Background: an optimization exercise with open tools, aiming at small area. Do not read the settings as production practice.
In this exercise RTL edits were held to simulation tests only and were not proved equivalent to the original.
Power figures rest on the tool's default switching activity, not on a simulated workload.

File: flow/design.v
module regfile2r1w(
	input clk,
	input reset,
	input [3:0] add1,
	input [3:0] add2,
	output [31:0] dataout1,
	output [31:0] dataout2,
	input  wen,
	input [3:0] addw,
	input [31:0] datain
);
reg ph;
always @(posedge clk)
	ph <= ~ph & reset;
wire [31:0] w = ~reset ? 32'hffffffff : (datain ^ {32{ph}});
wire [31:0] s1 [16:0];		 
wire [31:0] s2 [16:0];
assign s1[0] = 32'h0;
assign s2[0] = 32'h0;
genvar i;
generate
	for (i = 0; i < 16; i = i + 1) begin : g
		reg [31:0] q;
		wire ld = ~reset | (~wen & (addw == i));
		always @(posedge clk)
			q <= ~((q | {32{ld}}) & (w | {32{~ld}}));
		assign s1[i+1] = s1[i] | (q & {32{add1 == i}});
		assign s2[i+1] = s2[i] | (q & {32{add2 == i}});
	end
endgenerate
assign dataout1 = s1[16] ^ {32{ph}};
assign dataout2 = s2[16] ^ {32{ph}};
endmodule
File: flow/flow/run.sh
#!/bin/bash
# Own layout flow: the standard synthesis (for the flip-flops' names and cell
# types), then a hand-mapped netlist of the same design with those flip-flops
# (flow/gen_netlist.py) in place of the synthesised one, then the standard
# layout steps from floorplan to finish.
set -euo pipefail
R=orfs/results/${FLOW_PLATFORM}/regfile2r1w/base

bash standard.sh synth > synth_standard.log 2>&1
cp $R/1_2_yosys.v standard_1_2_yosys.v
python3 flow/gen_netlist.py standard_1_2_yosys.v netlist.v > gen_netlist.log 2>&1
cp netlist.v $R/1_2_yosys.v
rm -f $R/1_synth.odb $R/1_synth.sdc
touch $R/1_2_yosys.v

bash standard.sh \
  "BUFFER_PORTS_ARGS=-buffer_cell sky130_fd_sc_hd__buf_1" \
  finish > layout.log 2>&1
File: flow/flow/gen_netlist.py
#!/usr/bin/env python3
"""Writes a hand-mapped gate netlist of regfile2r1w (the phase-toggled register
file of rtl/regfile.v) on sky130_fd_sc_hd cells.

usage: gen_netlist.py STANDARD_NETLIST OUT_NETLIST

The flip-flops keep the instance names and cell type that the standard
synthesis (STANDARD_NETLIST) gave them; the script stops with an error if that
netlist's flip-flops are not exactly the ones written here.
"""
import re
import sys

P = "sky130_fd_sc_hd__"
cells = []
wires = []
n_inst = [0]


def wire(name):
    wires.append(name)
    return name


def cell(kind, pins, name=None):
    if name is None:
        n_inst[0] += 1
        name = "u%d" % n_inst[0]
    conn = ", ".join(".%s(%s)" % (p, s) for p, s in pins)
    cells.append("  %s%s %s (%s);" % (P, kind, name, conn))


def ffname(i, b):
    return "\\g[%d].q[%d]$_DFF_P_ " % (i, b)


# ---------------------------------------------------------------- phase
ph = wire("ph")
cell("dfxtp_1", [("CLK", "clk"), ("D", wire("ph_d")), ("Q", ph)], "\\ph$_DFF_P_ ")
cell("nor2b_1", [("A", ph), ("B_N", "reset"), ("Y", "ph_d")])   # ~ph & reset

# ---------------------------------------------------------------- write data: w = datain ^ ph
for b in range(32):
    cell("xor2_1", [("A", "datain[%d]" % b), ("B", ph), ("X", wire("w%d" % b))])

# ---------------------------------------------------------------- write decode
# ld_i  = wr_i | ~reset   (load)
# ldn_i = ~(wr_i & reset) (keep; 1 under reset, so a reset loads 0)
rn = wire("rn")
cell("inv_1", [("A", "reset"), ("Y", rn)])
awn = []
for k in range(4):
    awn.append(wire("awn%d" % k))
    cell("inv_1", [("A", "addw[%d]" % k), ("Y", awn[k])])


def lit(bus, inv, k, v):
    # signal that is 0 when bit k equals v (for a NOR decoder)
    return inv[k] if v else "%s[%d]" % (bus, k)


wlo, whw, whr = [], [], []
for j in range(4):
    wlo.append(wire("wlo%d" % j))
    cell("nor2_1", [("A", lit("addw", awn, 1, j >> 1)), ("B", lit("addw", awn, 0, j & 1)), ("Y", wlo[j])])
for k in range(4):
    whw.append(wire("whw%d" % k))
    cell("nor3_1", [("A", "wen"), ("B", lit("addw", awn, 3, k >> 1)), ("C", lit("addw", awn, 2, k & 1)), ("Y", whw[k])])
    whr.append(wire("whr%d" % k))
    cell("nor4_1", [("A", "wen"), ("B", rn), ("C", lit("addw", awn, 3, k >> 1)), ("D", lit("addw", awn, 2, k & 1)), ("Y", whr[k])])
ld, ldn = [], []
for i in range(16):
    ld.append(wire("ld%d" % i))
    cell("a21o_1", [("A1", wlo[i & 3]), ("A2", whw[i >> 2]), ("B1", rn), ("X", ld[i])])
    ldn.append(wire("ldn%d" % i))
    cell("nand2_1", [("A", wlo[i & 3]), ("B", whr[i >> 2]), ("Y", ldn[i])])

# ---------------------------------------------------------------- storage
# q' = ~((ld | q) & (ldn | w)): not loaded -> ~q, loaded -> ~w, reset -> 0
for i in range(16):
    for b in range(32):
        q = wire("q_%d_%d" % (i, b))
        d = wire("d_%d_%d" % (i, b))
        cell("o22ai_1", [("A1", ld[i]), ("A2", q), ("B1", ldn[i]), ("B2", "w%d" % b), ("Y", d)])
        cell("dfxtp_1", [("CLK", "clk"), ("D", d), ("Q", q)], ffname(i, b))

# ---------------------------------------------------------------- read ports
for port, addr, out in ((1, "add1", "dataout1"), (2, "add2", "dataout2")):
    an = []
    for k in range(4):
        an.append(wire("a%dn%d" % (port, k)))
        cell("inv_1", [("A", "%s[%d]" % (addr, k)), ("Y", an[k])])
    lo, hi = [], []
    for j in range(4):
        lo.append(wire("r%dlo%d" % (port, j)))
        cell("nor2_1", [("A", lit(addr, an, 1, j >> 1)), ("B", lit(addr, an, 0, j & 1)), ("Y", lo[j])])
        hi.append(wire("r%dhi%d" % (port, j)))
        cell("nor2_1", [("A", lit(addr, an, 3, j >> 1)), ("B", lit(addr, an, 2, j & 1)), ("Y", hi[j])])
    nsel = []
    for i in range(16):
        nsel.append(wire("r%dns%d" % (port, i)))
        cell("nand2_1", [("A", lo[i & 3]), ("B", hi[i >> 2]), ("Y", nsel[i])])
    for b in range(32):
        ys = []
        for m in range(8):
            y = wire("r%dy_%d_%d" % (port, b, m))
            i0, i1 = 2 * m, 2 * m + 1
            cell("o22ai_1", [("A1", nsel[i0]), ("A2", "q_%d_%d" % (i0, b)),
                             ("B1", nsel[i1]), ("B2", "q_%d_%d" % (i1, b)), ("Y", y)])
            ys.append(y)
        n1 = wire("r%dn1_%d" % (port, b))
        n2 = wire("r%dn2_%d" % (port, b))
        z = wire("r%dz_%d" % (port, b))
        cell("nor4_1", [("A", ys[0]), ("B", ys[1]), ("C", ys[2]), ("D", ys[3]), ("Y", n1)])
        cell("nor4_1", [("A", ys[4]), ("B", ys[5]), ("C", ys[6]), ("D", ys[7]), ("Y", n2)])
        cell("nand2_1", [("A", n1), ("B", n2), ("Y", z)])      # ~stored bit
        cell("xnor2_1", [("A", z), ("B", ph), ("Y", "%s[%d]" % (out, b))])


def check_flops(path):
    want = set(["\\ph$_DFF_P_"] + ["\\g[%d].q[%d]$_DFF_P_" % (i, b) for i in range(16) for b in range(32)])
    got = {}
    text = open(path).read()
    for m in re.finditer(r"^\s*(sky130_fd_sc_hd__\w+)\s+(\\\S+|\w+)\s*\(", text, re.M):
        kind, name = m.group(1), m.group(2)
        if re.search(r"__(dfx|dfr|dfs|edf|sdf|dlx|dlr|sedf|dfb)", kind):
            got[name] = kind
    if set(got) != want or any(k != P + "dfxtp_1" for k in got.values()):
        sys.exit("gen_netlist: the standard synthesis's flip-flops differ from this netlist's: %d vs %d"
                 % (len(got), len(want)))


def main():
    check_flops(sys.argv[1])
    with open(sys.argv[2], "w") as f:
        f.write("module regfile2r1w(clk, reset, add1, add2, dataout1, dataout2, wen, addw, datain);\n")
        f.write("  input clk;\n  input reset;\n  input [3:0] add1;\n  input [3:0] add2;\n")
        f.write("  output [31:0] dataout1;\n  output [31:0] dataout2;\n")
        f.write("  input wen;\n  input [3:0] addw;\n  input [31:0] datain;\n")
        for w in wires:
            f.write("  wire %s;\n" % w)
        f.write("\n".join(cells))
        f.write("\nendmodule\n")


main()
File: flow/standard.sh
#!/bin/bash
# synth_recipe.tcl (not shown) runs the flow's synth.tcl, then flattens the netlist and writes it again
# the make line also repeats each setting of config.mk as NAME=value (left out here)
make -C /OpenROAD-flow-scripts/flow DESIGN_CONFIG=/design/flow/config.mk WORK_HOME=/design/flow/orfs CLKGATE_MAP_FILE= SYNTH_SCRIPT=/design/flow/synth_recipe.tcl "${@:-finish}"
File: flow/config.mk
export PLATFORM = sky130hd
export DESIGN_NAME = regfile2r1w
export DESIGN_NICKNAME = regfile2r1w
export VERILOG_FILES = /design/flow/design.v
export SDC_FILE = /design/flow/constraint.sdc
export NUM_CORES = 4
export LEC_CHECK = 0
export CAP_MARGIN = 20
export CORE_MARGIN = 2
export CORE_UTILIZATION = 65
export SLEW_MARGIN = 20
File: flow/constraint.sdc
create_clock -name core_clock -period 5.0 [get_ports {clk}]
set_input_delay 1.0000 -clock core_clock [delete_from_list [all_inputs] [get_ports {clk}]]
set_output_delay 1.0000 -clock core_clock [all_outputs]
set_load 0.01 [all_outputs]
==> results by group, run 1 <==
Pwr
  – Relative contribution of sequential cells to total power: 47.0%
  – Net switching power: 2.827 mW
  – Power, Total: 10.13 mW
  – Combinational fraction of design power: 14.8%
  – Clk pwr share: 38.2%
  – Static Leakage: 8.605 nW
  – Max rail drop VDD: 339.1 µV
  – Total power divided by cell area: 445.6 nW/µm²
  – Switching power share of the total: 27.92%
  – Design internal power: 7.299 mW

Timing
  – Max-slew violation total from the final report: 0
  – Unrepaired setup endpoints after global routing: false
  – Transition time at the pin with the least slew margin: 1.115 ns
  – Max-slew headroom: 25.66%
  – Final setup skew: 0.02150 ns
  – Highest clock frequency the design can meet: 233.6 MHz
  – Final-layout setup total negative slack: 0 ns
  – Setup-failing EPs final: 0
  – Post-layout minimum cycle time: 4.281 ns
  – Final Hold Violating Endpoints: 0
  – Final worst-path cycle share: 85.62%

Setup path
  – Reg2reg start: ph
  – Data required time of the worst path: 4.00 ns
  – Maximum fanout count along the critical path: 22
  – Crit path kind: input pin to output port
  – Startpoint types: input pin
  – Kind of end point of the critical path: output port
  – Data arrival at the endpoint of the critical path: 3.28 ns
  – First element of the critical path: add2[1]

Route
  – Routed WL: 84010 µm
  – Routed vias: 22070
  – DRC: 0
  – Antenna-violating nets left: 0
  – DR vias/cell: 8.460
  – Number of violations reported at the end of detailed-routing iteration 0: 4956
  – Length of the first detailed-routing pass in iterations: 13
  – WL/cell: 32.20 µm

Status
  – Result of the run: finished clean

GRT
  – Vias in the first global route: 21090
  – All-layer global routing usage: 52.96%
  – Global-route wire length before repair: 124100 µm
  – Overflow after GRT: 0
  – Initial antenna violation count: 0
  – Maximum number of pins on one net before global-route repair: 60

Place
  – Placer Congestion: 0.9788
  – Placed wire-length estimate: 45750 µm
  – Post-placement cell area: 20900 µm²
  – Count of port buffers added during placement: 110

CTS
  – Post-CTS resize count: 0
  – Level count of the clock H-tree: 2
  – Number of buffers inserted by hold repair at cts: 0
  – Number of sinks driven by the clock tree: 513
  – Clock slew seen by the registers of the worst setup and hold paths: 0.06 ns
  – Number of buffers created by CTS: 49
  – CTS Buffer Depth: 3
  – CTS Root Cell: sky130_fd_sc_hd__clkbuf_16
  – Setup bufs post-CTS: 0
  – Clock insertion delay at the later pin of the skew report: 0.58 ns
  – CTS tree: done

Logic synthesis
  – Summed instance area of the synthesized netlist: 19030 µm²
  – Mean post-synth cell area: 9.857 µm²
  – Post-synthesis cell count: 1931
  – Number of warnings printed during yosys synthesis: 1
  – Number of nets produced by synthesis: 1978

Die
  – Starting density of the core: 66.13%
  – Die Width: 175.1 µm
  – Row count: 62
  – Core Region: 28780 µm²
  – Area enclosed by the die boundary: 30670 µm²
  – IO Pins: 111
  – Die height: 175.1 µm

Layout
  – Area Overhead vs Synth: 19.40%
  – Fraction of final layout cells sized beyond drive strength 1: 8.989%
  – Final Net Count: 2236
  – Total non-filler cell area in the finished layout: 22730 µm²
  – Number of antenna cells inserted: 0

Hold path
  – Class of the tightest hold or removal check: flip-flop to flip-flop
  – Startpoint of the most critical hold path: g[14].q[2]

Flow run
  – Max-cap viol count: 0
## layout by cell type, fill, tap and decap left out
master                      count
sky130_fd_sc_hd__inv_1         13
sky130_fd_sc_hd__xor2_2        27
sky130_fd_sc_hd__buf_16         1
sky130_fd_sc_hd__clkinv_2      10
sky130_fd_sc_hd__buf_4         81
sky130_fd_sc_hd__buf_12        15
sky130_fd_sc_hd__dfxtp_4        1
sky130_fd_sc_hd__nand2_1      112
sky130_fd_sc_hd__nor3_1         4
sky130_fd_sc_hd__nor2_1        20
sky130_fd_sc_hd__clkbuf_1      12
sky130_fd_sc_hd__nor2b_1        1
sky130_fd_sc_hd__a21o_1        16
sky130_fd_sc_hd__xnor2_1       64
sky130_fd_sc_hd__buf_1        110
sky130_fd_sc_hd__clkbuf_8       7
sky130_fd_sc_hd__clkbuf_16     51
sky130_fd_sc_hd__dfxtp_1      512
sky130_fd_sc_hd__nor4_1       132
sky130_fd_sc_hd__xor2_1         5
sky130_fd_sc_hd__o22ai_1     1024
sky130_fd_sc_hd__bufinv_16      6
sky130_fd_sc_hd__inv_6          1
## state kept, by name (all words and copies together), names as in the netlist
register,cells
g.q,512
ph,1
## power groups by stage
stage                     Clock [mW]  Sequential [mW]  Combinational [mW]
final                           3.87             4.76                1.50
after global routing            4.01             4.79                1.55
after CTS                       3.83             4.74                1.40
after detailed placement           0             4.83                1.39
after global placement             0             4.81                1.35
after floorplan                    0             4.76               0.920
## stage by stage
stage               hold slack [ns]  std cells  setup WS, ns  utilization [%]
floorplan                    0.4453       1931        0.4044                -
global placement             0.4528       2520        0.9474            72.38
detailed placement           0.4609       2521        0.8781            72.62
CTS                          0.4694       2608        0.8811            78.37
global route                 0.4833       2609        0.7317            78.96
finish                       0.4688       2609        0.7188            78.96
## final cells by class
class | count | area (µm²)
timing repair buffer | 207 | 1349
tap | 384 | 480.5
fill | 1945 | 6055
multi-input combinational | 1405 | 8917
sequential | 513 | 10270
clock inverter | 17 | 239.0
clock buffer | 70 | 1418
inverter | 13 | 48.80
## worst paths after layout
check | end | slack, ns | depth (start not counted)
worst max-delay path | dataout2[29] | 0.72 | 10
worst min-delay path | g[14].q[2] | 0.47 | 1
worst max register to register | g[5].q[16] | 2.83 | 3
worst min register to register | g[14].q[2] | 0.47 | 1
## critical path, stage by stage
cell	delay, ns
sky130_fd_sc_hd__buf_1	0.10
sky130_fd_sc_hd__inv_1	0.08
sky130_fd_sc_hd__nor2_1	0.08
sky130_fd_sc_hd__nand2_1	0.47
sky130_fd_sc_hd__buf_12	0.29
sky130_fd_sc_hd__o22ai_1	0.13
sky130_fd_sc_hd__nor4_1	0.59
sky130_fd_sc_hd__nand2_1	0.17
sky130_fd_sc_hd__xnor2_1	0.19
sky130_fd_sc_hd__buf_1	0.16
## routing by layer
layer | track usage [%] | share of wire [%]
met1 | 63.05 | 32
met5 | 0 | 0
met2 | 77.56 | 41
met4 | 38.99 | 8.9
met3 | 20.65 | 17
==> run 2: changes to the inputs <==
--- a/flow/flow/run.sh
+++ b/flow/flow/run.sh
@@ -15,4 +15,5 @@
 
 bash standard.sh \
   "BUFFER_PORTS_ARGS=-buffer_cell sky130_fd_sc_hd__buf_1" \
+  "CTS_ARGS=-sink_clustering_enable -repair_clock_nets -dont_use_dummy_load -buf_list sky130_fd_sc_hd__clkbuf_4 -sink_clustering_size 9 -sink_clustering_max_diameter 40" \
   finish > layout.log 2>&1
--- a/flow/flow/gen_netlist.py
+++ b/flow/flow/gen_netlist.py
@@ -71,9 +71,9 @@
 ld, ldn = [], []
 for i in range(16):
     ld.append(wire("ld%d" % i))
-    cell("a21o_1", [("A1", wlo[i & 3]), ("A2", whw[i >> 2]), ("B1", rn), ("X", ld[i])])
+    cell("a21o_2", [("A1", wlo[i & 3]), ("A2", whw[i >> 2]), ("B1", rn), ("X", ld[i])])
     ldn.append(wire("ldn%d" % i))
-    cell("nand2_1", [("A", wlo[i & 3]), ("B", whr[i >> 2]), ("Y", ldn[i])])
+    cell("nand2_2", [("A", wlo[i & 3]), ("B", whr[i >> 2]), ("Y", ldn[i])])
 
 # ---------------------------------------------------------------- storage
 # q' = ~((ld | q) & (ldn | w)): not loaded -> ~q, loaded -> ~w, reset -> 0
@@ -99,7 +99,7 @@
     nsel = []
     for i in range(16):
         nsel.append(wire("r%dns%d" % (port, i)))
-        cell("nand2_1", [("A", lo[i & 3]), ("B", hi[i >> 2]), ("Y", nsel[i])])
+        cell("nand2_2", [("A", lo[i & 3]), ("B", hi[i >> 2]), ("Y", nsel[i])])
     for b in range(32):
         ys = []
         for m in range(8):
--- a/flow/config.mk
+++ b/flow/config.mk
@@ -7,5 +7,6 @@
 export LEC_CHECK = 0
 export CAP_MARGIN = 20
 export CORE_MARGIN = 2
-export CORE_UTILIZATION = 65
+export CORE_UTILIZATION = 70
+export GPL_TIMING_DRIVEN = 0
 export SLEW_MARGIN = 20
==> results by group, run 2 <==
GRT
  – Vias in the first global route: 20260
  – All-layer global routing usage: 53.23%
  – Maximum number of pins on one net before global-route repair: 40
  – Initial antenna violation count: 1
  – Global-route wire length before repair: 116000 µm
  – Overflow after GRT: 0

Logic synthesis
  – Summed instance area of the synthesized netlist: 19170 µm²
  – Post-synthesis cell count: 1931
  – Number of nets produced by synthesis: 1978
  – Mean post-synth cell area: 9.929 µm²
  – Number of warnings printed during yosys synthesis: 1

Die
  – Core Region: 26950 µm²
  – Area enclosed by the die boundary: 28730 µm²
  – Die height: 169.5 µm
  – Starting density of the core: 71.14%
  – Row count: 60
  – Die Width: 169.5 µm
  – IO Pins: 111

Place
  – Placer Congestion: 0.8924
  – Count of port buffers added during placement: 110
  – Placed Cells incl. Taps: 2384
  – Post-placement cell area: 20120 µm²
  – Placement-stage worst setup slack: 0.7342 ns
  – Placed wire-length estimate: 38290 µm

Layout
  – Most common cell after layout, fill and taps aside: sky130_fd_sc_hd__o22ai_1
  – Flip-flop count of the largest register, all copies and words added: 512
  – Total non-filler cell area in the finished layout: 20810 µm²
  – Final Net Count: 2161
  – Final non-filler cell total: 2454
  – Final standard cell utilization of the core: 77.21%
  – Most used cells in the layout excluding fill and tap cells: sky130_fd_sc_hd__o22ai_1, sky130_fd_sc_hd__dfxtp_1, sky130_fd_sc_hd__nor4_1, sky130_fd_sc_hd__buf_1, sky130_fd_sc_hd__clkbuf_4
  – Area Overhead vs Synth: 8.536%
  – Top reg by flops: g.q
  – Fraction of final layout cells sized beyond drive strength 1: 7.860%
  – Registers with the most flip-flops: g.q (512), ph (1)

Setup path
  – Crit path kind: input pin to output port
  – Cell-by-cell trace of the critical path: buf_1, nor2_1, nand2_2, o22ai_1, nor4_1, nand2_1, xnor2_1, buf_1
  – R2r endpoint: g[11].q[13]
  – Critical Path Max Stage Delay: 0.86 ns
  – Standard cell with the maximum stage delay on the critical path: sky130_fd_sc_hd__nand2_2
  – Kind of end point of the critical path: output port
  – Worst Reg2Reg Path Length in Cells: 3
  – Reg2reg start: ph
  – Data required time of the worst path: 4.00 ns
  – Most prevalent standard cell on the critical path: sky130_fd_sc_hd__buf_1
  – Maximum fanout count along the critical path: 32
  – Data arrival at the endpoint of the critical path: 3.53 ns
  – Startpoint types: input pin
  – R2R setup slack: 2.82 ns

CTS
  – CTS Root Cell: sky130_fd_sc_hd__clkbuf_4
  – Clock slew seen by the registers of the worst setup and hold paths: 0.10 ns
  – Number of sinks driven by the clock tree: 513
  – Number of buffers inserted by hold repair at cts: 0
  – Clock insertion delay at the later pin of the skew report: 0.74 ns
  – CTS Buffer Depth: 3
  – CTS tree: done
  – Level count of the clock H-tree: 3
  – Number of buffers created by CTS: 68
  – Post-CTS resize count: 0
  – Setup bufs post-CTS: 0

Pwr
  – Clk pwr share: 23.9%
  – Switching power share of the total: 30.86%
  – Power, Total: 8.124 mW
  – Combinational fraction of design power: 17.8%
  – Relative contribution of sequential cells to total power: 58.3%
  – Total power divided by cell area: 390.4 nW/µm²
  – Max rail drop VDD: 266.4 µV
  – Design internal power: 5.617 mW
  – Net switching power: 2.507 mW
  – Static Leakage: 7.621 nW

Timing
  – Final setup skew: 0.06821 ns
  – Unrepaired setup endpoints after global routing: false
  – Highest clock frequency the design can meet: 220.5 MHz
  – Transition time at the pin with the least slew margin: 1.241 ns
  – Final-layout setup total negative slack: 0 ns
  – Final worst-path cycle share: 90.69%
  – Max-slew violation total from the final report: 0
  – Worst hold slack: 0.4759 ns
  – Setup-failing EPs final: 0
  – PnR worst setup slack: 0.4654 ns
  – Max-slew headroom: 16.99%
  – Final Hold Violating Endpoints: 0
  – Post-layout minimum cycle time: 4.535 ns

Hold path
  – Class of the tightest hold or removal check: flip-flop to flip-flop
  – Instance count along the most critical hold path: 1
  – Startpoint of the most critical hold path: g[11].q[23]
  – Hold Crit Endpoint: g[11].q[23]

Route
  – Number of violations reported at the end of detailed-routing iteration 0: 3869
  – Routed WL: 80070 µm
  – Length of the first detailed-routing pass in iterations: 14
  – DRC: 0
  – Routed vias: 21420
  – DR vias/cell: 8.727
  – Antenna-violating nets left: 0
  – WL/cell: 32.63 µm

Status
  – Result of the run: finished clean

Flow run
  – Max-cap viol count: 0
==> run 2: how the worst max path moves through the flow <==
| stage | from | to | slack [ns] |
|---|---|---|---|
| final | add2[2] | dataout2[28] | 0.47 |
| after global routing | add2[0] | dataout2[3] | 0.49 |
| after CTS | add2[1] | dataout2[28] | 0.73 |
| after detailed placement | add1[0] | dataout1[28] | 0.73 |
| after global placement | ph | g[4].q[13] | -1.35 |
| after floorplan | ph | g[0].q[0] | 0.40 |
==> run 2: area by class of cell <==
class / count / area [µm²]
diodes: 1 / 2.502
clock buffers: 68 / 510.5
fillers: 1931 / 6141
inverters: 13 / 48.80
multi-input cells: 1405 / 9080
flip-flops and latches: 513 / 10270
well taps: 341 / 426.7
repair buffers: 113 / 467.9
==> run 2: power by group through the flow <==
stage	combinational (mW)	clock, mW	sequential [mW]
global placement	1.30	0	4.80
floorplan	0.929	0	4.76
global route	1.50	2.07	4.77
CTS	1.36	1.92	4.72
detailed placement	1.36	0	4.81
finish	1.45	1.94	4.73
==> run 2: layer usage <==
metal	part of all wire, %	GRT usage (%)
met2	41	78.94
met1	32	62.73
met5	0	0.5217
met4	10	41.95
met3	17	19.03
==> run 2: critical path, delay by kind of cell <==
family	cells	cell delay, ns
and+or+nand+nor	4	1.70
buffers and inverters	2	0.34
AOI/OAI and AO/OA	1	0.24
xor gates and xnor gates	1	0.19
==> run 3: changes to the inputs <==
--- a/flow/config.mk
+++ b/flow/config.mk
@@ -5,8 +5,8 @@
 export SDC_FILE = /design/flow/constraint.sdc
 export NUM_CORES = 4
 export LEC_CHECK = 0
-export CAP_MARGIN = 20
+export CAP_MARGIN = 5
 export CORE_MARGIN = 2
 export CORE_UTILIZATION = 70
 export GPL_TIMING_DRIVEN = 0
-export SLEW_MARGIN = 20
+export SLEW_MARGIN = 5
==> results by group, run 3 <==
Setup path
  – Standard cell with the maximum stage delay on the critical path: sky130_fd_sc_hd__nand2_2
  – Startpoint types: input pin
  – Data arrival at the endpoint of the critical path: 3.66 ns
  – R2R setup slack: 2.57 ns
  – First element of the critical path: add1[0]
  – Worst Reg2Reg Path Length in Cells: 3
  – Critical Path Max Stage Delay: 0.89 ns
  – Crit path kind: input pin to output port
  – Maximum fanout count along the critical path: 32
  – R2r endpoint: g[12].q[18]
  – Reg2reg start: ph
  – Cell-by-cell trace of the critical path: buf_1, inv_1, nor2_1, nand2_2, o22ai_1, nor4_1, nand2_1, xnor2_1, buf_1
  – Kind of end point of the critical path: output port
  – Data required time of the worst path: 4.00 ns
  – Most prevalent standard cell on the critical path: sky130_fd_sc_hd__buf_1

GRT
  – Vias in the first global route: 20480
  – Global-route wire length before repair: 116900 µm
  – All-layer global routing usage: 53.98%
  – Overflow after GRT: 0
  – Maximum number of pins on one net before global-route repair: 40
  – Initial antenna violation count: 2

Layout
  – Most used cells in the layout excluding fill and tap cells: sky130_fd_sc_hd__o22ai_1, sky130_fd_sc_hd__dfxtp_1, sky130_fd_sc_hd__nor4_1, sky130_fd_sc_hd__buf_1, sky130_fd_sc_hd__clkbuf_4
  – Fill cell total of the finished layout: 1978
  – Flip-flop count of the largest register, all copies and words added: 512
  – Most common cell after layout, fill and taps aside: sky130_fd_sc_hd__o22ai_1
  – Registers with the most flip-flops: g.q (512), ph (1)
  – Sequential cell area: 10270 µm²
  – Final Net Count: 2161
  – Fraction of final layout cells sized beyond drive strength 1: 6.487%
  – Area Overhead vs Synth: 7.413%
  – Top reg by flops: g.q
  – Area taken by multi-input logic gates: 8862 µm²
  – Final non-filler cell total: 2455

Die
  – Starting density of the core: 71.14%
  – Row count: 60
  – Core Region: 26950 µm²
  – Die Width: 169.5 µm
  – IO Pins: 111
  – Die height: 169.5 µm
  – Area enclosed by the die boundary: 28730 µm²

Hold path
  – Hold Crit Endpoint: g[6].q[29]
  – Instance count along the most critical hold path: 1
  – Startpoint of the most critical hold path: g[6].q[29]
  – Class of the tightest hold or removal check: flip-flop to flip-flop

CTS
  – Setup bufs post-CTS: 0
  – Number of buffers inserted by hold repair at cts: 0
  – Post-CTS resize count: 0
  – CTS tree: done
  – Clock insertion delay at the later pin of the skew report: 0.75 ns
  – CTS Buffer Depth: 3
  – Number of sinks driven by the clock tree: 513
  – Number of buffers created by CTS: 69
  – CTS Root Cell: sky130_fd_sc_hd__clkbuf_4
  – Level count of the clock H-tree: 3
  – Clock slew seen by the registers of the worst setup and hold paths: 0.09 ns

Timing
  – Worst hold slack: 0.4740 ns
  – Unrepaired setup endpoints after global routing: false
  – Setup-failing EPs final: 0
  – Max-slew headroom: 10.67%
  – Highest clock frequency the design can meet: 214.6 MHz
  – Transition time at the pin with the least slew margin: 1.335 ns
  – Max-slew violation total from the final report: 0
  – Final worst-path cycle share: 93.19%
  – Final Hold Violating Endpoints: 0
  – Post-layout minimum cycle time: 4.660 ns
  – Final setup skew: 0.09631 ns

Route
  – Antenna-violating nets left: 0
  – Number of violations reported at the end of detailed-routing iteration 0: 4456
  – Routed WL: 80240 µm
  – Routed vias: 21610
  – Length of the first detailed-routing pass in iterations: 13
  – DR vias/cell: 8.803
  – DRC: 0
  – WL/cell: 32.69 µm

Status
  – Result of the run: finished clean

Logic synthesis
  – Number of nets produced by synthesis: 1978
  – Number of warnings printed during yosys synthesis: 1
  – Mean post-synth cell area: 9.929 µm²
  – Summed instance area of the synthesized netlist: 19170 µm²
  – Post-synthesis cell count: 1931

Flow run
  – Max-cap viol count: 0

Pwr
  – Total power divided by cell area: 394.7 nW/µm²
  – Static Leakage: 7.588 nW
  – Max rail drop VDD: 284.4 µV

Place
  – Placed Cells incl. Taps: 2384
  – Count of port buffers added during placement: 110
  – Placed wire-length estimate: 38100 µm
  – Placer Congestion: 0.8924
## run 3: worst max-delay path by stage
stage | slack [ns] | end
after detailed placement | 0.70 | dataout2[28]
after floorplan | 0.40 | g[0].q[0]
after global placement | -1.35 | g[4].q[13]
final | 0.34 | dataout1[28]
after CTS | 0.70 | dataout2[28]
after global routing | 0.34 | dataout2[3]
## run 3: routing by layer
layer,routed length [µm],up-vias,global-route usage (%)
met5,0,-,0.8696
met4,7944,0,43.00
met3,13980,849,23.16
met2,32720,2433,77.52
met1,25610,9731,63.02
li1,-,8599,-
## run 3: layout make-up
type | instances | share of cell area (%)
Sequential cell | 513 | 49.88
Multi-Input combinational cell | 1405 | 43.03
Clock buffer | 69 | 2.515
Timing Repair Buffer | 112 | 2.236
Tap cell | 341 | 2.072
Inverter | 13 | 0.2369
Antenna cell | 2 | 0.02430
## run 3: metrics by stage
step | util (%) | total power [mW] | worst slack [ns] | TNS [ns] | area [µm²]
2_1_floorplan | - | 5.688 | 0.4044 | 0 | 19170
3_3_place_gp | 74.26 | 6.103 | -1.347 | -640.46 | 20010
3_5_place_dp | 74.45 | 6.161 | 0.6994 | 0 | 20060
4_1_cts | 76.37 | 8.017 | 0.6975 | 0 | 20580
5_1_grt | 76.41 | 8.361 | 0.3416 | 0 | 20590
6_report | 76.42 | 8.130 | 0.3403 | 0 | 20590
## run 3: power breakdown
group / switching (mW) / leakage, nW / internal [mW]
combinational: 0.895 / 2.97 / 0.534
clock: 1.33 / 0.317 / 0.637
sequential: 0.285 / 4.30 / 4.45
## run 3: worst max-delay path: cells and delay by family
kind | cells | cell delay, ns
AO/OA/AOI/OAI | 1 | 0.22
buffers and inverters | 3 | 0.36
XOR/XNOR | 1 | 0.22
AND/OR/NAND/NOR | 4 | 1.83
==> run 4: changes to the inputs <==
--- a/flow/flow/run.sh
+++ b/flow/flow/run.sh
@@ -15,5 +15,5 @@
 
 bash standard.sh \
   "BUFFER_PORTS_ARGS=-buffer_cell sky130_fd_sc_hd__buf_1" \
-  "CTS_ARGS=-sink_clustering_enable -repair_clock_nets -dont_use_dummy_load -buf_list sky130_fd_sc_hd__clkbuf_4 -sink_clustering_size 9 -sink_clustering_max_diameter 40" \
+  "CTS_ARGS=-sink_clustering_enable -repair_clock_nets -dont_use_dummy_load -buf_list sky130_fd_sc_hd__clkbuf_4 -sink_clustering_size 10 -sink_clustering_max_diameter 40" \
   finish > layout.log 2>&1
--- a/flow/flow/gen_netlist.py
+++ b/flow/flow/gen_netlist.py
@@ -41,7 +41,7 @@
 
 # ---------------------------------------------------------------- write data: w = datain ^ ph
 for b in range(32):
-    cell("xor2_1", [("A", "datain[%d]" % b), ("B", ph), ("X", wire("w%d" % b))])
+    cell("xor2_2", [("A", "datain[%d]" % b), ("B", ph), ("X", wire("w%d" % b))])
 
 # ---------------------------------------------------------------- write decode
 # ld_i  = wr_i | ~reset   (load)
--- a/flow/config.mk
+++ b/flow/config.mk
@@ -5,8 +5,8 @@
 export SDC_FILE = /design/flow/constraint.sdc
 export NUM_CORES = 4
 export LEC_CHECK = 0
-export CAP_MARGIN = 5
+export CAP_MARGIN = 20
 export CORE_MARGIN = 2
 export CORE_UTILIZATION = 70
 export GPL_TIMING_DRIVEN = 0
-export SLEW_MARGIN = 5
+export SLEW_MARGIN = 20
==> results by group, run 4 <==
Timing
  – Post-layout minimum cycle time: 4.700 ns
  – Final-layout setup total negative slack: 0 ns
  – Final Hold Violating Endpoints: 0
  – Setup-failing EPs final: 0
  – PnR worst setup slack: 0.2999 ns
  – Unrepaired setup endpoints after global routing: false
  – Max-slew headroom: 11.41%
  – Max-slew violation total from the final report: 0
  – Final setup skew: 0.04137 ns
  – Transition time at the pin with the least slew margin: 1.324 ns
  – Final worst-path cycle share: 94.00%
  – Highest clock frequency the design can meet: 212.8 MHz

Layout
  – Area Overhead vs Synth: 7.173%
  – Top reg by flops: g.q
  – Flip-flop count of the largest register, all copies and words added: 512
  – Fraction of final layout cells sized beyond drive strength 1: 7.517%
  – Sequential cell area: 10270 µm²
  – Final Net Count: 2151
  – Area taken by multi-input logic gates: 9105 µm²
  – Fill cell total of the finished layout: 1973
  – Most common cell after layout, fill and taps aside: sky130_fd_sc_hd__o22ai_1
  – Most used cells in the layout excluding fill and tap cells: sky130_fd_sc_hd__o22ai_1, sky130_fd_sc_hd__dfxtp_1, sky130_fd_sc_hd__nor4_1, sky130_fd_sc_hd__buf_1
  – Registers with the most flip-flops: g.q (512), ph (1)

GRT
  – All-layer global routing usage: 53.61%
  – Maximum number of pins on one net before global-route repair: 40
  – Initial antenna violation count: 1
  – Global-route wire length before repair: 116300 µm
  – Vias in the first global route: 20430
  – Overflow after GRT: 0

CTS
  – Post-CTS resize count: 0
  – CTS Root Cell: sky130_fd_sc_hd__clkbuf_4
  – Clock insertion delay at the later pin of the skew report: 0.78 ns
  – Number of sinks driven by the clock tree: 513
  – CTS tree: done
  – Level count of the clock H-tree: 2
  – Number of buffers created by CTS: 59
  – Setup bufs post-CTS: 0
  – Number of buffers inserted by hold repair at cts: 0
  – Clock slew seen by the registers of the worst setup and hold paths: 0.09 ns
  – CTS Buffer Depth: 3

Place
  – Placer Congestion: 0.8738
  – Count of port buffers added during placement: 110
  – Placed wire-length estimate: 37780 µm
  – Placement-stage worst setup slack: 0.7179 ns

Die
  – Area enclosed by the die boundary: 29080 µm²
  – Row count: 60
  – Starting density of the core: 71.63%
  – Die height: 170.5 µm
  – Die Width: 170.5 µm
  – Core Region: 27100 µm²
  – IO Pins: 111

Route
  – Antenna-violating nets left: 0
  – DR vias/cell: 8.624
  – WL/cell: 32.50 µm
  – Routed WL: 80430 µm
  – Number of violations reported at the end of detailed-routing iteration 0: 4085
  – Routed vias: 21340
  – DRC: 0
  – Length of the first detailed-routing pass in iterations: 9

Setup path
  – Crit path kind: input pin to output port
  – Maximum fanout count along the critical path: 32
  – Data required time of the worst path: 4.00 ns
  – Data arrival at the endpoint of the critical path: 3.70 ns
  – Startpoint types: input pin
  – Kind of end point of the critical path: output port

Pwr
  – Max rail drop VDD: 249.5 µV
  – Total power divided by cell area: 385.4 nW/µm²
  – Static Leakage: 7.603 nW
  – Power, Total: 8.019 mW

Hold path
  – Class of the tightest hold or removal check: flip-flop to flip-flop

Logic synthesis
  – Post-synthesis cell count: 1931
  – Summed instance area of the synthesized netlist: 19410 µm²
  – Number of nets produced by synthesis: 1978
  – Number of warnings printed during yosys synthesis: 1
  – Mean post-synth cell area: 10.05 µm²

Status
  – Result of the run: finished clean

Flow run
  – Max-cap viol count: 0
-- run 4: changes by cell type in the layout (fill, tap and decap cells not counted) --
cell and delta:
sky130_fd_sc_hd__nand2_4 +2, sky130_fd_sc_hd__nand2_2 -2, sky130_fd_sc_hd__xor2_2 +31, sky130_fd_sc_hd__xor2_1 -31
sky130_fd_sc_hd__diode_2 -1, sky130_fd_sc_hd__buf_16 +1, sky130_fd_sc_hd__buf_12 -1, sky130_fd_sc_hd__clkbuf_4 -10
-- run 4: layout make-up --
class / instances / area share, %
well taps: 372 / 2.237
clock buffers: 59 / 2.129
repair buffers: 112 / 2.249
diodes: 1 / 0.01203
inverters: 13 / 0.2345
flip-flops and latches: 513 / 49.38
multi-input cells: 1405 / 43.76
-- run 4: final timing paths --
path | slack, ns | cells after the start | to | start
worst max-delay path | 0.30 | 9 | dataout2[29] | add2[3]
worst min-delay path | 0.48 | 1 | g[12].q[5] | g[12].q[5]
worst max register to register | 2.86 | 3 | g[1].q[10] | ph
worst min register to register | 0.48 | 1 | g[12].q[5] | g[12].q[5]
-- run 4: power by group --
group          leakage, nW  total (mW)  switching [mW]  internal (mW)
registers             4.30        4.73           0.287           4.45
clock network        0.271        1.83            1.30          0.538
logic                 3.03        1.45           0.908          0.543
total                 7.60        8.02            2.49           5.53
-- run 4: stage by stage --
step                hold WS, ns  instance area, µm²  util, %  std cells
detailed placement       0.4609               20350    75.09       2415
finish                   0.4766               20810    76.77       2475
global route             0.4904               20810    76.77       2475
global placement         0.4534               20290    74.88       2413
floorplan                0.4453               19410        -       1931
CTS                      0.4732               20790    76.73       2474
-- run 4: metal layers --
layer	share of wire [%]	wire, µm	vias up	global-route usage, %
met1	32	25790	9611	62.80
met3	18	14360	829	23.90
met4	9.3	7463	0	39.73
li1	-	-	8538	-
met5	0	0	-	1.391
met2	41	32820	2366	77.36
-- run 4: critical path, stage by stage --
cell and delay, ns:
sky130_fd_sc_hd__buf_1 0.10, sky130_fd_sc_hd__inv_1 0.10, sky130_fd_sc_hd__nor2_1 0.12, sky130_fd_sc_hd__nand2_2 0.90, sky130_fd_sc_hd__o22ai_1 0.24, sky130_fd_sc_hd__nor4_1 0.44, sky130_fd_sc_hd__nand2_1 0.14, sky130_fd_sc_hd__xnor2_1 0.46
sky130_fd_sc_hd__buf_1 0.20
==> run 5: changes to the inputs <==
--- a/flow/flow/run.sh
+++ b/flow/flow/run.sh
@@ -15,5 +15,5 @@
 
 bash standard.sh \
   "BUFFER_PORTS_ARGS=-buffer_cell sky130_fd_sc_hd__buf_1" \
-  "CTS_ARGS=-sink_clustering_enable -repair_clock_nets -dont_use_dummy_load -buf_list sky130_fd_sc_hd__clkbuf_4 -sink_clustering_size 10 -sink_clustering_max_diameter 40" \
+  "CTS_ARGS=-sink_clustering_enable -repair_clock_nets -dont_use_dummy_load -buf_list sky130_fd_sc_hd__clkbuf_4 -sink_clustering_size 9 -sink_clustering_max_diameter 40" \
   finish > layout.log 2>&1
--- a/flow/flow/gen_netlist.py
+++ b/flow/flow/gen_netlist.py
@@ -39,9 +39,14 @@
 cell("dfxtp_1", [("CLK", "clk"), ("D", wire("ph_d")), ("Q", ph)], "\\ph$_DFF_P_ ")
 cell("nor2b_1", [("A", ph), ("B_N", "reset"), ("Y", "ph_d")])   # ~ph & reset
 
-# ---------------------------------------------------------------- write data: w = datain ^ ph
+# ---------------------------------------------------------------- write data: w = datain ^ ph = xnor(datain, ~ph)
+# ph is fanned out through three inverters, each driving 32 XOR/XNOR inputs
+phn = []
+for k in range(3):
+    phn.append(wire("phn%d" % k))
+    cell("inv_2", [("A", ph), ("Y", phn[k])])
 for b in range(32):
-    cell("xor2_2", [("A", "datain[%d]" % b), ("B", ph), ("X", wire("w%d" % b))])
+    cell("xnor2_1", [("A", "datain[%d]" % b), ("B", phn[0]), ("Y", wire("w%d" % b))])
 
 # ---------------------------------------------------------------- write decode
 # ld_i  = wr_i | ~reset   (load)
@@ -114,7 +119,7 @@
         cell("nor4_1", [("A", ys[0]), ("B", ys[1]), ("C", ys[2]), ("D", ys[3]), ("Y", n1)])
         cell("nor4_1", [("A", ys[4]), ("B", ys[5]), ("C", ys[6]), ("D", ys[7]), ("Y", n2)])
         cell("nand2_1", [("A", n1), ("B", n2), ("Y", z)])      # ~stored bit
-        cell("xnor2_1", [("A", z), ("B", ph), ("Y", "%s[%d]" % (out, b))])
+        cell("xor2_1", [("A", z), ("B", phn[port]), ("X", "%s[%d]" % (out, b))])
 
 
 def check_flops(path):
--- a/flow/config.mk
+++ b/flow/config.mk
@@ -5,8 +5,9 @@
 export SDC_FILE = /design/flow/constraint.sdc
 export NUM_CORES = 4
 export LEC_CHECK = 0
-export CAP_MARGIN = 20
+export CAP_MARGIN = 5
 export CORE_MARGIN = 2
 export CORE_UTILIZATION = 70
 export GPL_TIMING_DRIVEN = 0
-export SLEW_MARGIN = 20
+export SETUP_SLACK_MARGIN = 0.1
+export SLEW_MARGIN = 5
==> results by group, run 5 <==
Route
  – WL/cell: 34.33 µm
  – Number of violations reported at the end of detailed-routing iteration 0: 4800
  – Routed WL: 84300 µm
  – Length of the first detailed-routing pass in iterations: 11
  – DR vias/cell: 8.926
  – DRC: 0
  – Antenna-violating nets left: 0
  – Routed vias: 21920

Setup path
  – R2r endpoint: g[3].q[11]
  – End point of the critical path: dataout1[4]
  – Crit path kind: input pin to output port
  – Reg2reg start: ph
  – Data required time of the worst path: 4.00 ns
  – Kind of end point of the critical path: output port
  – Maximum fanout count along the critical path: 32
  – Startpoint types: input pin
  – R2R setup slack: 1.56 ns
  – Worst Reg2Reg Path Length in Cells: 3
  – Data arrival at the endpoint of the critical path: 4.07 ns
  – First element of the critical path: add1[3]

CTS
  – Number of buffers inserted by hold repair at cts: 0
  – CTS tree: done
  – CTS Buffer Depth: 3
  – Clock insertion delay at the later pin of the skew report: 0.75 ns
  – CTS Root Cell: sky130_fd_sc_hd__clkbuf_4
  – Number of buffers created by CTS: 68
  – Clock slew seen by the registers of the worst setup and hold paths: 0.05 ns
  – Level count of the clock H-tree: 3
  – Number of sinks driven by the clock tree: 513

Pwr
  – Net switching power: 2.629 mW
  – Clk pwr share: 23.8%
  – Power, Total: 8.231 mW
  – Switching power share of the total: 31.94%
  – Total power divided by cell area: 396.2 nW/µm²
  – Design internal power: 5.602 mW
  – Relative contribution of sequential cells to total power: 57.4%
  – Combinational fraction of design power: 18.8%
  – Static Leakage: 7.818 nW
  – Max rail drop VDD: 260.3 µV

Layout
  – Area Overhead vs Synth: 8.296%
  – Final Net Count: 2163
  – Registers with the most flip-flops: g.q (512), ph (1)
  – Most common cell after layout, fill and taps aside: sky130_fd_sc_hd__o22ai_1
  – Flip-flop count of the largest register, all copies and words added: 512
  – Top reg by flops: g.q
  – Final non-filler cell total: 2456
  – Total non-filler cell area in the finished layout: 20780 µm²
  – Final standard cell utilization of the core: 77.09%
  – Fraction of final layout cells sized beyond drive strength 1: 7.852%
  – Fill cell total of the finished layout: 1913
  – Most used cells in the layout excluding fill and tap cells: sky130_fd_sc_hd__o22ai_1, sky130_fd_sc_hd__dfxtp_1, sky130_fd_sc_hd__nor4_1, sky130_fd_sc_hd__buf_1, sky130_fd_sc_hd__clkbuf_4

Die
  – IO Pins: 111
  – Area enclosed by the die boundary: 28750 µm²
  – Starting density of the core: 71.18%
  – Core Region: 26950 µm²
  – Die Width: 169.6 µm
  – Die height: 169.6 µm
  – Row count: 60

Place
  – Placed Cells incl. Taps: 2386
  – Placement-stage worst setup slack: 0.5173 ns
  – Post-placement cell area: 20040 µm²
  – Placed wire-length estimate: 41760 µm
  – Placer Congestion: 0.9691
  – Count of port buffers added during placement: 110

Timing
  – Highest clock frequency the design can meet: 197.3 MHz
  – Final worst-path cycle share: 101.4%
  – Unrepaired setup endpoints after global routing: false
  – Post-layout minimum cycle time: 5.069 ns
  – Max-slew violation total from the final report: 0
  – Worst hold slack: 0.4728 ns
  – Transition time at the pin with the least slew margin: 1.355 ns
  – Setup-failing EPs final: 1
  – PnR worst setup slack: -0.06902 ns
  – Final-layout setup total negative slack: -0.06902 ns
  – Max-slew headroom: 8.992%
  – Final setup skew: 0.05405 ns
  – Final Hold Violating Endpoints: 0

GRT
  – Overflow after GRT: 0
  – Global-route wire length before repair: 121300 µm
  – Maximum number of pins on one net before global-route repair: 33
  – Vias in the first global route: 21090
  – All-layer global routing usage: 56.25%
  – Initial antenna violation count: 1

Logic synthesis
  – Mean post-synth cell area: 9.920 µm²
  – Number of nets produced by synthesis: 1981
  – Summed instance area of the synthesized netlist: 19180 µm²
  – Post-synthesis cell count: 1934
  – Number of warnings printed during yosys synthesis: 1

Status
  – Layout Check Failures: negative setup slack
  – Result of the run: failed layout checks

Hold path
  – Instance count along the most critical hold path: 1
  – Class of the tightest hold or removal check: flip-flop to flip-flop

Flow run
  – Max-cap viol count: 0
==> run 5: repair_timing <==
| action | 4_1_cts | 5_1_grt |
|---|---|---|
| buffers inserted | 0 | 0 |
| gates resized for setup | 0 | 1 |
| setup endpoints to repair | 0 | 1 |
==> run 5: final cells by class <==
cell class,count,area [µm²],share of cell area (%)
sequential,513,10270,49.43
timing repair buffer,112,427.9,2.060
inverter,16,61.31,0.2951
multi-input combinational,1405,9077,43.69
clock buffer,68,510.5,2.457
tap,341,426.7,2.054
antenna,1,2.502,0.01204
==> run 5: power groups by stage <==
stage	Sequential (mW)	Clock, mW	Combinational (mW)
after global placement	4.77	0	1.37
final	4.72	1.96	1.55
after global routing	4.76	2.07	1.57
after CTS	4.71	1.91	1.40
after floorplan	4.74	0	0.916
after detailed placement	4.80	0	1.40
==> run 5: how the worst min path moves through the flow <==
stage                  end   startpoint  slack [ns]
4_1_cts        g[15].q[10]  g[15].q[10]        0.47
3_5_place_dp    g[4].q[31]   g[4].q[31]        0.46
5_1_grt         g[3].q[22]   g[3].q[22]        0.49
3_3_place_gp   g[13].q[10]  g[13].q[10]        0.45
2_1_floorplan   g[11].q[0]   g[11].q[0]        0.45
6_report       g[15].q[10]  g[15].q[10]        0.47
==> run 5: metal layers <==
metal | up-vias | global-route usage (%) | routed length [µm]
met2 | 2522 | 80.50 | 33650
met4 | 0 | 47.94 | 9182
met1 | 9801 | 64.85 | 26080
li1 | 8617 | - | -
met5 | - | 0.5217 | 0
met3 | 982 | 23.81 | 15390
==> run 5: critical path: stages <==
cell	delay (ns)
sky130_fd_sc_hd__buf_1	0.11
sky130_fd_sc_hd__inv_1	0.10
sky130_fd_sc_hd__nor2_1	0.12
sky130_fd_sc_hd__nand2_2	0.84
sky130_fd_sc_hd__o22ai_1	0.24
sky130_fd_sc_hd__nor4_1	0.79
sky130_fd_sc_hd__nand2_1	0.15
sky130_fd_sc_hd__xor2_1	0.48
sky130_fd_sc_hd__buf_1	0.20
==> run 6: changes to the inputs <==
--- a/flow/config.mk
+++ b/flow/config.mk
@@ -8,6 +8,6 @@
 export CAP_MARGIN = 5
 export CORE_MARGIN = 2
 export CORE_UTILIZATION = 70
-export GPL_TIMING_DRIVEN = 0
+export GPL_TIMING_DRIVEN = 1
 export SETUP_SLACK_MARGIN = 0.1
 export SLEW_MARGIN = 5
==> results by group, run 6 <==
Status
  – Result of the run: finished clean

GRT
  – Maximum number of pins on one net before global-route repair: 33
  – Global-route wire length before repair: 118600 µm
  – Initial antenna violation count: 1
  – All-layer global routing usage: 53.99%
  – Overflow after GRT: 0
  – Vias in the first global route: 20320

Logic synthesis
  – Number of warnings printed during yosys synthesis: 1
  – Number of nets produced by synthesis: 1981
  – Mean post-synth cell area: 9.920 µm²
  – Summed instance area of the synthesized netlist: 19180 µm²
  – Post-synthesis cell count: 1934

Pwr
  – Max rail drop VDD: 348.7 µV
  – Static Leakage: 8.138 nW
  – Total power divided by cell area: 388.3 nW/µm²

Die
  – Starting density of the core: 71.18%
  – IO Pins: 111
  – Core Region: 26950 µm²
  – Die height: 169.6 µm
  – Row count: 60
  – Die Width: 169.6 µm
  – Area enclosed by the die boundary: 28750 µm²

CTS
  – Number of buffers inserted by hold repair at cts: 0
  – CTS tree: done
  – Setup bufs post-CTS: 0
  – CTS Root Cell: sky130_fd_sc_hd__clkbuf_4
  – Number of sinks driven by the clock tree: 513
  – CTS Buffer Depth: 3
  – Clock insertion delay at the later pin of the skew report: 0.78 ns
  – Number of buffers created by CTS: 68
  – Clock slew seen by the registers of the worst setup and hold paths: 0.09 ns
  – Level count of the clock H-tree: 3
  – Post-CTS resize count: 0

Layout
  – Most common cell after layout, fill and taps aside: sky130_fd_sc_hd__o22ai_1
  – Registers with the most flip-flops: g.q (512), ph (1)
  – Top reg by flops: g.q
  – Flip-flop count of the largest register, all copies and words added: 512
  – Area Overhead vs Synth: 11.50%
  – Total non-filler cell area in the finished layout: 21390 µm²
  – Fraction of final layout cells sized beyond drive strength 1: 10.89%
  – Final Net Count: 2253
  – Most used cells in the layout excluding fill and tap cells: sky130_fd_sc_hd__o22ai_1, sky130_fd_sc_hd__dfxtp_1, sky130_fd_sc_hd__nor4_1, sky130_fd_sc_hd__buf_1, sky130_fd_sc_hd__buf_4

Setup path
  – Kind of end point of the critical path: output port
  – Data arrival at the endpoint of the critical path: 3.68 ns
  – Startpoint types: input pin
  – Crit path kind: input pin to output port
  – Data required time of the worst path: 4.00 ns
  – R2R setup slack: 2.73 ns
  – Maximum fanout count along the critical path: 23

Timing
  – Final worst-path cycle share: 93.66%
  – Post-layout minimum cycle time: 4.683 ns
  – Final-layout setup total negative slack: 0 ns
  – Transition time at the pin with the least slew margin: 1.260 ns
  – Max-slew violation total from the final report: 0
  – Final setup skew: 0.05589 ns
  – Highest clock frequency the design can meet: 213.5 MHz
  – Max-slew headroom: 15.56%
  – Setup-failing EPs final: 0
  – Final Hold Violating Endpoints: 0
  – Unrepaired setup endpoints after global routing: false

Route
  – WL/cell: 31.85 µm
  – Routed WL: 81120 µm
  – Routed vias: 22030
  – DRC: 0
  – Number of violations reported at the end of detailed-routing iteration 0: 4934
  – Antenna-violating nets left: 0
  – Length of the first detailed-routing pass in iterations: 17
  – DR vias/cell: 8.651

Place
  – Post-placement cell area: 20880 µm²
  – Placer Congestion: 1.087
  – Placed wire-length estimate: 48630 µm
  – Count of port buffers added during placement: 110

Hold path
  – Class of the tightest hold or removal check: flip-flop to flip-flop

Flow run
  – Max-cap viol count: 0
[run 6: final timing paths]
path | depth (start not counted) | end | start
max | 9 | dataout2[30] | add2[1]
min | 1 | g[9].q[31] | g[9].q[31]
max reg2reg | 4 | g[11].q[25] | ph
min reg2reg | 1 | g[9].q[31] | g[9].q[31]
[run 6: area by class of cell]
class / count / area, µm²
multi-input combinational: 1405 / 8952
sequential: 513 / 10270
tap: 341 / 426.7
inverter: 16 / 60.06
clock buffer: 68 / 510.5
fill: 1813 / 5560
antenna: 2 / 5.005
timing repair buffer: 202 / 1166
[run 6: critical path, stage by stage]
cell	delay, ns
sky130_fd_sc_hd__buf_1	0.10
sky130_fd_sc_hd__inv_1	0.08
sky130_fd_sc_hd__nor2_1	0.12
sky130_fd_sc_hd__nand2_2	0.62
sky130_fd_sc_hd__o22ai_1	0.19
sky130_fd_sc_hd__nor4_1	0.88
sky130_fd_sc_hd__nand2_1	0.28
sky130_fd_sc_hd__xor2_1	0.23
sky130_fd_sc_hd__buf_1	0.18
[run 6: power breakdown]
group / internal [mW] / switching [mW]
sequential: 4.45 / 0.297
clock: 0.628 / 1.32
combinational: 0.567 / 1.05
total: 5.64 / 2.67
[run 6: stage by stage]
stage	util (%)	hold slack, ns	total power, mW	setup WS (ns)	std cells
2_1_floorplan	-	0.4453	5.656	1.753	1934
3_3_place_gp	77.46	0.4529	6.244	0.7443	2477
3_5_place_dp	77.46	0.4608	6.312	0.7001	2477
4_1_cts	79.35	0.4720	8.137	0.6910	2545
5_1_grt	79.36	0.4916	8.483	0.4408	2546
6_report	79.37	0.4752	8.306	0.3171	2547
[run 6: layer usage]
| metal | vias up | share of wire, % | global-route usage [%] |
|---|---|---|---|
| met2 | 2431 | 41 | 79.02 |
| met3 | 770 | 18 | 20.43 |
| met1 | 10050 | 33 | 68.16 |
| met4 | 0 | 8.6 | 31.74 |
| met5 | - | 0 | 0 |
| li1 | 8786 | - | - |
==> run 7: changes to the inputs <==
--- a/flow/config.mk
+++ b/flow/config.mk
@@ -8,6 +8,6 @@
 export CAP_MARGIN = 5
 export CORE_MARGIN = 2
 export CORE_UTILIZATION = 70
-export GPL_TIMING_DRIVEN = 1
-export SETUP_SLACK_MARGIN = 0.1
+export GPL_TIMING_DRIVEN = 0
+export SETUP_SLACK_MARGIN = 0.3
 export SLEW_MARGIN = 5
==> results by group, run 7 <==
Die
  – Die Width: 169.6 µm
  – Core Region: 26950 µm²
  – Area enclosed by the die boundary: 28750 µm²
  – IO Pins: 111
  – Die height: 169.6 µm
  – Starting density of the core: 71.18%
  – Row count: 60

Logic synthesis
  – Mean post-synth cell area: 9.920 µm²
  – Summed instance area of the synthesized netlist: 19180 µm²
  – Post-synthesis cell count: 1934
  – Number of warnings printed during yosys synthesis: 1
  – Number of nets produced by synthesis: 1981

Pwr
  – Total power divided by cell area: 394.8 nW/µm²
  – Max rail drop VDD: 262.5 µV
  – Static Leakage: 7.976 nW

Setup path
  – Standard cell with the maximum stage delay on the critical path: sky130_fd_sc_hd__nand2_2
  – Data arrival at the endpoint of the critical path: 3.86 ns
  – Worst Reg2Reg Path Length in Cells: 3
  – Data required time of the worst path: 4.00 ns
  – R2r endpoint: g[15].q[11]
  – R2R setup slack: 1.60 ns
  – Critical Path Max Stage Delay: 0.95 ns
  – Kind of end point of the critical path: output port
  – Reg2reg start: ph
  – Crit path kind: input pin to output port
  – Number of buffers and inverters on the critical path: 2
  – Most prevalent standard cell on the critical path: sky130_fd_sc_hd__buf_1
  – Startpoint types: input pin
  – Cell-by-cell trace of the critical path: buf_1, nor2_1, nand2_2, o22ai_1, nor4_1, nand2_1, xor2_1, buf_1
  – Maximum fanout count along the critical path: 32
  – Cell class contributing the biggest share of worst-path delay: simple AND/OR/NAND/NOR gates

CTS
  – CTS Root Cell: sky130_fd_sc_hd__clkbuf_4
  – Clock slew seen by the registers of the worst setup and hold paths: 0.08 ns
  – Post-CTS resize count: 0
  – Number of buffers inserted by hold repair at cts: 0
  – Number of sinks driven by the clock tree: 513
  – Number of buffers created by CTS: 68
  – CTS tree: done
  – Level count of the clock H-tree: 3
  – Setup bufs post-CTS: 0
  – Clock insertion delay at the later pin of the skew report: 0.75 ns
  – CTS Buffer Depth: 3

Timing
  – Highest clock frequency the design can meet: 205.7 MHz
  – Unrepaired setup endpoints after global routing: true
  – PnR worst setup slack: 0.1387 ns
  – Transition time at the pin with the least slew margin: 1.318 ns
  – Final Hold Violating Endpoints: 0
  – Final-layout setup total negative slack: 0 ns
  – Final worst-path cycle share: 97.23%
  – Max-slew headroom: 11.47%
  – Setup-failing EPs final: 0
  – Post-layout minimum cycle time: 4.861 ns
  – Max-slew violation total from the final report: 0
  – Final setup skew: 0.05904 ns

Hold path
  – Instance count along the most critical hold path: 1
  – Startpoint of the most critical hold path: g[3].q[18]
  – Hold Crit Endpoint: g[3].q[18]
  – Class of the tightest hold or removal check: flip-flop to flip-flop

Route
  – DRC: 0
  – Routed WL: 84400 µm
  – Metal1 wirelength: 26250 µm
  – Top layer in use: met5
  – Met2 wirelength from detailed routing: 33610 µm
  – DR vias/cell: 9.010
  – Antenna-violating nets left: 0
  – Sum of met3 wire segment lengths after detailed routing: 15380 µm
  – Length of the first detailed-routing pass in iterations: 14
  – Number of violations reported at the end of detailed-routing iteration 0: 4862
  – WL/cell: 34.35 µm
  – Routed vias: 22140

GRT
  – Initial antenna violation count: 1
  – Maximum number of pins on one net before global-route repair: 33
  – Global-route wire length before repair: 121300 µm
  – Overflow after GRT: 0
  – Vias in the first global route: 21090
  – All-layer global routing usage: 56.25%

Layout
  – Final standard cell utilization of the core: 77.41%
  – Registers with the most flip-flops: g.q (512), ph (1)
  – Most common cell after layout, fill and taps aside: sky130_fd_sc_hd__o22ai_1
  – Most used cells in the layout excluding fill and tap cells: sky130_fd_sc_hd__o22ai_1, sky130_fd_sc_hd__dfxtp_1, sky130_fd_sc_hd__nor4_1, sky130_fd_sc_hd__buf_1, sky130_fd_sc_hd__clkbuf_4
  – Flip-flop count of the largest register, all copies and words added: 512
  – Top reg by flops: g.q
  – Total non-filler cell area in the finished layout: 20860 µm²
  – Final Net Count: 2163
  – Area Overhead vs Synth: 8.753%
  – Fraction of final layout cells sized beyond drive strength 1: 7.852%

Flow run
  – Max-cap viol count: 0

Status
  – Result of the run: finished clean

Place
  – Placed wire-length estimate: 41760 µm
  – Placer Congestion: 0.9691
  – Count of port buffers added during placement: 110
  – Post-placement cell area: 20040 µm²
  – Placement-stage worst setup slack: 0.5173 ns
run 7: cell count changes in the layout (fill, tap and decap cells not counted), sizes merged:
cell	before	now
buf	202	112
clkinv	0	1
inv	16	15
run 7: how the worst max path moves through the flow:
stage | cells past startpoint | slack [ns] | end | from
2_1_floorplan | 7 | 1.75 | dataout1[0] | add1[3]
4_1_cts | 9 | 0.51 | dataout2[4] | add2[1]
3_3_place_gp | 9 | 0.57 | dataout2[4] | add2[1]
6_report | 8 | 0.14 | dataout2[13] | add2[1]
3_5_place_dp | 9 | 0.52 | dataout2[4] | add2[1]
5_1_grt | 9 | 0.19 | dataout1[6] | add1[0]
run 7: report_power, final:
part / leakage (nW) / internal (mW) / switching [mW]
Clock: 0.313 / 0.628 / 1.33
Sequential: 4.30 / 4.45 / 0.280
Combinational: 3.36 / 0.528 / 1.03
run 7: final cells by class:
type                    instances  area, µm²
multi-input cells            1405       9163
clock buffers                  68      510.5
repair buffers                112      427.9
flip-flops and latches        513      10270
fillers                      1904       6087
inverters                      16      61.31
well taps                     341      426.7
diodes                          2      5.005
run 7: layer usage:
metal / vias up / track usage [%]
li1: 8617 / -
met1: 9940 / 64.85
met2: 2633 / 80.50
met3: 946 / 23.81
met4: 2 / 47.94
met5: - / 0.5217
run 7: per-stage QoR:
stage	hold slack [ns]	cells	total power [mW]
after floorplan	0.4453	1934	5.656
after global placement	0.4531	2385	6.139
after detailed placement	0.4609	2386	6.205
after CTS	0.4700	2454	8.022
after global routing	0.4866	2456	8.403
final	0.4731	2457	8.238
==> run 8: changes to the inputs <==
--- a/flow/flow/gen_netlist.py
+++ b/flow/flow/gen_netlist.py
@@ -39,14 +39,14 @@
 cell("dfxtp_1", [("CLK", "clk"), ("D", wire("ph_d")), ("Q", ph)], "\\ph$_DFF_P_ ")
 cell("nor2b_1", [("A", ph), ("B_N", "reset"), ("Y", "ph_d")])   # ~ph & reset
 
-# ---------------------------------------------------------------- write data: w = datain ^ ph = xnor(datain, ~ph)
-# ph is fanned out through three inverters, each driving 32 XOR/XNOR inputs
-phn = []
-for k in range(3):
+# ---------------------------------------------------------------- write data: w = datain ^ ph
+for b in range(32):
+    cell("xor2_1", [("A", "datain[%d]" % b), ("B", ph), ("X", wire("w%d" % b))])
+# for the read ports, ph is fanned out through two inverters, one per port
+phn = [None]
+for k in (1, 2):
     phn.append(wire("phn%d" % k))
     cell("inv_2", [("A", ph), ("Y", phn[k])])
-for b in range(32):
-    cell("xnor2_1", [("A", "datain[%d]" % b), ("B", phn[0]), ("Y", wire("w%d" % b))])
 
 # ---------------------------------------------------------------- write decode
 # ld_i  = wr_i | ~reset   (load)
--- a/flow/config.mk
+++ b/flow/config.mk
@@ -9,5 +9,5 @@
 export CORE_MARGIN = 2
 export CORE_UTILIZATION = 70
 export GPL_TIMING_DRIVEN = 0
-export SETUP_SLACK_MARGIN = 0.3
+export SETUP_SLACK_MARGIN = 0.2
 export SLEW_MARGIN = 5
==> results by group, run 8 <==
Pwr
  – Power, Total: 8.196 mW
  – Total power divided by cell area: 397.3 nW/µm²
  – Max rail drop VDD: 292.9 µV
  – Static Leakage: 7.723 nW

Logic synthesis
  – Number of warnings printed during yosys synthesis: 1
  – Mean post-synth cell area: 9.923 µm²
  – Summed instance area of the synthesized netlist: 19180 µm²
  – Number of nets produced by synthesis: 1980
  – Post-synthesis cell count: 1933

CTS
  – Number of buffers inserted by hold repair at cts: 0
  – CTS Root Cell: sky130_fd_sc_hd__clkbuf_4
  – Number of sinks driven by the clock tree: 513
  – Clock insertion delay at the later pin of the skew report: 0.76 ns
  – CTS tree: done
  – Post-CTS resize count: 0
  – CTS Buffer Depth: 3
  – Clock slew seen by the registers of the worst setup and hold paths: 0.10 ns
  – Setup bufs post-CTS: 0
  – Level count of the clock H-tree: 3
  – Number of buffers created by CTS: 68

GRT
  – Overflow after GRT: 0
  – Vias in the first global route: 20780
  – All-layer global routing usage: 54.75%
  – Maximum number of pins on one net before global-route repair: 33
  – Global-route wire length before repair: 118900 µm
  – Initial antenna violation count: 1

Die
  – Row count: 60
  – IO Pins: 111
  – Core Region: 26950 µm²
  – Area enclosed by the die boundary: 28740 µm²
  – Die height: 169.5 µm
  – Starting density of the core: 71.17%
  – Die Width: 169.5 µm

Place
  – Placed wire-length estimate: 41790 µm
  – Placer Congestion: 0.9111
  – Count of port buffers added during placement: 110
  – Placed Cells incl. Taps: 2385

Timing
  – Final worst-path cycle share: 95.02%
  – Final-layout setup total negative slack: 0 ns
  – Unrepaired setup endpoints after global routing: false
  – Setup-failing EPs final: 0
  – Final setup skew: 0.1022 ns
  – Final Hold Violating Endpoints: 0
  – Max-slew headroom: 7.497%
  – Post-layout minimum cycle time: 4.751 ns
  – Highest clock frequency the design can meet: 210.5 MHz
  – Transition time at the pin with the least slew margin: 1.383 ns
  – Max-slew violation total from the final report: 0

Route
  – Length of the first detailed-routing pass in iterations: 15
  – Routed vias: 21670
  – Routed WL: 81700 µm
  – Number of violations reported at the end of detailed-routing iteration 0: 4566
  – DR vias/cell: 8.826
  – Antenna-violating nets left: 0
  – WL/cell: 33.28 µm
  – DRC: 0

Setup path
  – Data arrival at the endpoint of the critical path: 3.75 ns
  – Kind of end point of the critical path: output port
  – Maximum fanout count along the critical path: 32
  – Data required time of the worst path: 4.00 ns
  – Startpoint types: input pin
  – R2R setup slack: 2.65 ns
  – Crit path kind: input pin to output port

Layout
  – Final Net Count: 2162
  – Most common cell after layout, fill and taps aside: sky130_fd_sc_hd__o22ai_1
  – Final non-filler cell total: 2455
  – Registers with the most flip-flops: g.q (512), ph (1)
  – Most used cells in the layout excluding fill and tap cells: sky130_fd_sc_hd__o22ai_1, sky130_fd_sc_hd__dfxtp_1, sky130_fd_sc_hd__nor4_1, sky130_fd_sc_hd__buf_1, sky130_fd_sc_hd__xor2_1
  – Fill cell total of the finished layout: 1950
  – Area Overhead vs Synth: 7.554%
  – Top reg by flops: g.q
  – Fraction of final layout cells sized beyond drive strength 1: 6.910%
  – Flip-flop count of the largest register, all copies and words added: 512

Hold path
  – Class of the tightest hold or removal check: flip-flop to flip-flop

Status
  – Result of the run: finished clean

Flow run
  – Max-cap viol count: 0
-- run 8: cell type report --
type | instances | area [µm²] | share of cell area, %
antenna | 1 | 2.502 | 0.01213
clock buffer | 68 | 510.5 | 2.475
inverter | 15 | 56.30 | 0.2729
multi-input combinational | 1405 | 8922 | 43.25
sequential | 513 | 10270 | 49.79
tap | 341 | 426.7 | 2.068
timing repair buffer | 112 | 440.4 | 2.135
-- run 8: metrics by stage --
stage | utilization [%] | hold WS [ns] | area [µm²] | setup WS, ns
final | 76.55 | 0.4742 | 20630 | 0.2490
after global routing | 76.55 | 0.4886 | 20630 | 0.3431
after CTS | 76.26 | 0.4742 | 20550 | 0.5761
after detailed placement | 74.36 | 0.4609 | 20040 | 0.5930
after global placement | 74.29 | 0.4535 | 20020 | 0.4533
after floorplan | - | 0.4453 | 19180 | 1.691
-- run 8: metal layers --
layer | global-route usage (%) | wire (µm)
met1 | 63.00 | 25920
met2 | 79.02 | 33140
met3 | 22.39 | 13660
met4 | 46.71 | 8887
met5 | 1.043 | 97
-- run 8: path summary, 6_finish.rpt --
kind         cells after the start      endpoint       from
min                              1     g[2].q[5]  g[2].q[5]
min reg2reg                      1     g[2].q[5]  g[2].q[5]
max                              9  dataout2[19]    add2[1]
max reg2reg                      3    g[2].q[17]         ph
-- run 8: critical path: stages --
cell and delay [ns]:
sky130_fd_sc_hd__buf_1 0.10, sky130_fd_sc_hd__inv_1 0.08, sky130_fd_sc_hd__nor2_1 0.11, sky130_fd_sc_hd__nand2_2 0.86
sky130_fd_sc_hd__o22ai_1 0.22, sky130_fd_sc_hd__nor4_1 0.62, sky130_fd_sc_hd__nand2_1 0.17, sky130_fd_sc_hd__xor2_1 0.38
sky130_fd_sc_hd__buf_1 0.20
-- run 8: power by group --
part	total, mW	internal [mW]	leakage, nW	switching (mW)
Combinational	1.50	0.506	3.11	0.991
Sequential	4.73	4.45	4.30	0.283
Clock	1.97	0.628	0.313	1.34
Total	8.20	5.58	7.72	2.62

separate check: timing with driven ports:
How much do the figures lean on ideal ports? The routed layouts below were timed once more, with nothing changed but the port constraints.
Step 1 sets driving cells, clkbuf_16 on the clock port and buf_2 on the other inputs (assumed; they add their load-dependent delay and slew).
Step 2 times the ports against the registers' clock, not the clock port: input delays grow and output delays shrink by t, the midpoint of the rising clock arrivals with the driver on.
Slacks: no drivers / after step 1 / after step 2; pairs: no drivers / after step 1.
| run | shift t [ns] | setup WS [ns] |
|---|---|---|
| run 1 | 0.619 | 0.719 / 0.696 / 0.696 |
| run 2 | 0.750 | 0.465 / 0.442 / 0.442 |
| run 3 | 0.749 | 0.340 / 0.318 / 0.318 |
| run 4 | 0.793 | 0.300 / 0.277 / 0.277 |
| run 5 | 0.752 | -0.069 / -0.107 / -0.107 |
| run 6 | 0.776 | 0.317 / 0.291 / 0.291 |
| run 7 | 0.750 | 0.139 / 0.100 / 0.100 |
| run 8 | 0.761 | 0.249 / 0.227 / 0.227 |
